Source: an optimization exercise on an open RTL-to-GDS flow (aim: small area). Production flows keep margins and buffers that such runs may drop. Only simulation tests tie the RTL to the original design; equivalence was not proved. The clock port is modelled as an ideal driver; clocking choices that lean on that would not hold on a real chip.

## job 101
==> flow/design.v (excerpt) <==
module CPWindowAdding(
	input SYS_CLK,
	input RST,
	input [27:0] DATA_IN,
	input [6:0] DATA_INDEX_IN,
	input DATA_IN_VALID,
	output reg [27:0] DATA_OUT,
    output reg DATA_OUT_LAST,
	output reg DATA_OUT_VALID 
);
==> module CPWindowAdding, before the edit <==
module CPWindowAdding(
	input SYS_CLK,
	input RST,
	input [27:0] DATA_IN,
	input [6:0] DATA_INDEX_IN,
	input DATA_IN_VALID,
	output reg [27:0] DATA_OUT,
    output reg DATA_OUT_LAST,
	output reg DATA_OUT_VALID 
);
reg [128*28-1:0] delay_line;
always @ (posedge SYS_CLK)
    delay_line <= {delay_line[127*28-1:0], DATA_IN};
wire [27:0] delayed_128 = delay_line[128*28-1:127*28];  
wire [27:0] delayed_127 = delay_line[127*28-1:126*28];  
reg read_active;
reg [6:0] read_count;
always @ (posedge SYS_CLK)
    begin
        if (RST)
            read_active <= 1'b0;
        else
            read_active <= (read_active && read_count != 7'd127) || DATA_INDEX_IN == 7'd127;
        read_count <= read_active ? read_count + 1'b1 : 7'd0;
    end
reg [26:0] prev_first_half;
always @ (posedge SYS_CLK)
    begin
        if (RST)
            prev_first_half <= 27'd0;
        else if (DATA_INDEX_IN == 7'd127)
            prev_first_half <= delayed_127[27:1];
    end
wire [27:0] window = {DATA_IN[27], DATA_IN[27:1]} + {prev_first_half[26], prev_first_half};
always @ (posedge SYS_CLK)
    begin
        if (DATA_INDEX_IN == 7'd96)
            DATA_OUT <= window;
        else if (DATA_INDEX_IN > 7'd96)
            DATA_OUT <= DATA_IN;
        else
            DATA_OUT <= delayed_128;
    end
always @ (posedge SYS_CLK)
    begin
        if(RST)
        	begin
                DATA_OUT_LAST <= 1'b0;
        		DATA_OUT_VALID <= 1'b0;
        	end
        else
        	begin
                DATA_OUT_LAST <= read_active && read_count == 7'd127;
        		if (DATA_INDEX_IN >= 7'd96 || read_active)
        		    DATA_OUT_VALID <= 1'b1;
        		else if (~DATA_IN_VALID)
        		    DATA_OUT_VALID <= 1'b0;
        	end
    end
endmodule
export LEC_CHECK = 0
export CAP_MARGIN = 20
export CORE_MARGIN = 2
export CORE_UTILIZATION = 72
export PLACE_DENSITY = 0.82
export SLEW_MARGIN = 20
create_clock -name core_clock -period 6.5 [get_ports {SYS_CLK}]
standard.sh (not shown) runs the stock make flow with config.mk's settings and CLKGATE_MAP_FILE= SYNTH_SCRIPT=/design/flow/synth_recipe.tcl, a recipe that flattens the netlist after the stock synthesis.
==> flow/flow/run.sh <==
#!/bin/bash
# Own flow: the standard layout (standard.sh) with a leaner clock tree:
# clkbuf_8 buffers over clusters of at most 18 flip-flops, no dummy loads,
# and rebalance.tcl moving flip-flops off any leaf buffer whose clock slew
# comes out high. The ports are buffered with buf_1. make's full output goes
# to standard_flow.log and each ORFS step's log to orfs/logs/.
set -euo pipefail
export CTS_ARGS="-sink_clustering_enable -repair_clock_nets -dont_use_dummy_load -buf_list sky130_fd_sc_hd__clkbuf_8 -sink_clustering_size 18 -sink_clustering_max_diameter 45"
export BUFFER_PORTS_ARGS="-buffer_cell sky130_fd_sc_hd__buf_1"
export POST_CTS_TCL="$(pwd)/flow/rebalance.tcl"
bash standard.sh finish > standard_flow.log 2>&1
==> flow/flow/rebalance.tcl <==
set leaf_slew_limit 0.106
set leaf_slew_target 0.098
set max_reach 40000 ;# dbu: how far a flip-flop may be from its new buffer

set block [ord::get_db_block]

proc leaf_info {} {
  # name -> {slew x y} for every leaf clock buffer
  set info [dict create]
  foreach inst [get_cells -quiet clkbuf_leaf_*] {
    set name [get_full_name $inst]
    set worst 0
    set y [get_pins -of_objects $inst -filter "direction==output"]
    foreach pin [get_pins -quiet -of_objects [get_nets -of_objects $y] -filter "direction==input"] {
      set s [get_property $pin slew_max]
      if {$s > $worst} { set worst $s }
    }
    set dbi [$::block findInst $name]
    set loc [$dbi getLocation]
    dict set info $name [list $worst [lindex $loc 0] [lindex $loc 1]]
  }
  return $info
}

proc leaf_net {name} {
  return [[$::block findInst $name] findITerm X]
}

set moved 0
for {set round 1} {$round <= 60} {incr round} {
  estimate_parasitics -placement
  set info [leaf_info]
  set slow {}
  dict for {name v} $info {
    if {[lindex $v 0] > $leaf_slew_limit} { lappend slow $name }
  }
  if {$round == 1 || [llength $slow] == 0} {
    puts "rebalance: round $round, [llength $slow] leaf buffers over $leaf_slew_limit ns"
  }
  if {[llength $slow] == 0} { break }
  set taken {}
  foreach name $slow {
    lassign [dict get $info $name] s bx by
    set net [[leaf_net $name] getNet]
    # the farthest flip-flop clock pin on this leaf
    set far ""
    set fard -1
    foreach it [$net getITerms] {
      if {[$it isOutputSignal]} { continue }
      set loc [[$it getInst] getLocation]
      set d [expr {abs([lindex $loc 0]-$bx) + abs([lindex $loc 1]-$by)}]
      if {$d > $fard} { set fard $d; set far $it; set fx [lindex $loc 0]; set fy [lindex $loc 1] }
    }
    if {$far eq ""} { continue }
    # the nearest leaf buffer with slew to spare
    set best ""
    set bestd $max_reach
    dict for {other v} $info {
      if {$other eq $name || [lsearch -exact $taken $other] >= 0} { continue }
      if {[lindex $v 0] > $leaf_slew_target} { continue }
      set d [expr {abs([lindex $v 1]-$fx) + abs([lindex $v 2]-$fy)}]
      if {$d < $bestd} { set bestd $d; set best $other }
    }
    if {$best eq ""} { continue }
    lappend taken $best
    set to [[leaf_net $best] getNet]
    $far disconnect
    $far connect $to
    incr moved
  }
}
estimate_parasitics -placement
set worst 0
dict for {name v} [leaf_info] { if {[lindex $v 0] > $worst} { set worst [lindex $v 0] } }
puts "rebalance: moved $moved flip-flop clock pins; worst leaf sink slew now $worst ns"
As the logs show, job 101 stopped at 4_1_cts after a tool error, so it never reached the end of the flow.
--- input diff job 101..job 102 ---
--- a/flow/design.v
+++ b/flow/design.v
@@ -14,8 +14,9 @@
 always @ (posedge SYS_CLK)
     delay_line <= {delay_line[127*28-1:0], DATA_IN};
 wire [27:0] delayed_128 = delay_line[128*28-1:127*28];  
 wire [27:0] delayed_127 = delay_line[127*28-1:126*28];  
+localparam BLK = 4;
 reg read_active;
 reg [6:0] read_count;
 always @ (posedge SYS_CLK)
     begin
@@ -32,9 +33,34 @@
             prev_first_half <= 27'd0;
         else if (DATA_INDEX_IN == 7'd127)
             prev_first_half <= delayed_127[27:1];
     end
-wire [27:0] window = {DATA_IN[27], DATA_IN[27:1]} + {prev_first_half[26], prev_first_half};
+wire [27:0] win_a = {DATA_IN[27], DATA_IN[27:1]};
+wire [27:0] win_b = {prev_first_half[26], prev_first_half};
+wire [27:0] win_g = win_a & win_b;
+wire [27:0] win_p = win_a | win_b;
+wire [28:0] win_c;
+genvar gi;
+generate for (gi = 0; gi < 28; gi = gi + 1) begin : ripple
+    if (gi % BLK == 0) begin : lookahead
+        if (gi == 0) begin : first
+            assign win_c[gi] = 1'b0;
+        end else begin : next
+            wire [BLK-1:0] bg = win_g[gi-1 -: BLK];
+            wire [BLK-1:0] bp = win_p[gi-1 -: BLK];
+            wire [BLK:0] bc;
+            assign bc[0] = 1'b0;
+            genvar gj;
+            for (gj = 0; gj < BLK; gj = gj + 1) begin : chain
+                assign bc[gj+1] = bg[gj] | (bp[gj] & bc[gj]);
+            end
+            assign win_c[gi] = bc[BLK] | (&bp & win_c[gi-BLK]);
+        end
+    end else begin : carry
+        assign win_c[gi] = win_g[gi-1] | (win_c[gi-1] & win_p[gi-1]);
+    end
+end endgenerate
+wire [27:0] window = win_a ^ win_b ^ win_c[27:0];
 always @ (posedge SYS_CLK)
     begin
         if (DATA_INDEX_IN == 7'd96)
             DATA_OUT <= window;
[summary]
Job 102 and job 101: no clean run. Job 102 never completed, since it errored out during 4_1_cts. Job 101 did not make it past 4_1_cts, where a tool error ended it. Average instance area after synthesis (job 102 over job 101): increase, 0.35 um2. Compared with job 101, in job 102 die outline height held, simple-gate area share of the yosys netlist went down, synthesized-area fraction occupied by ao, oa, aoi and oai cells has decreased, post-synthesis share of cell area spent on full adders, half adders and majority gates higher.
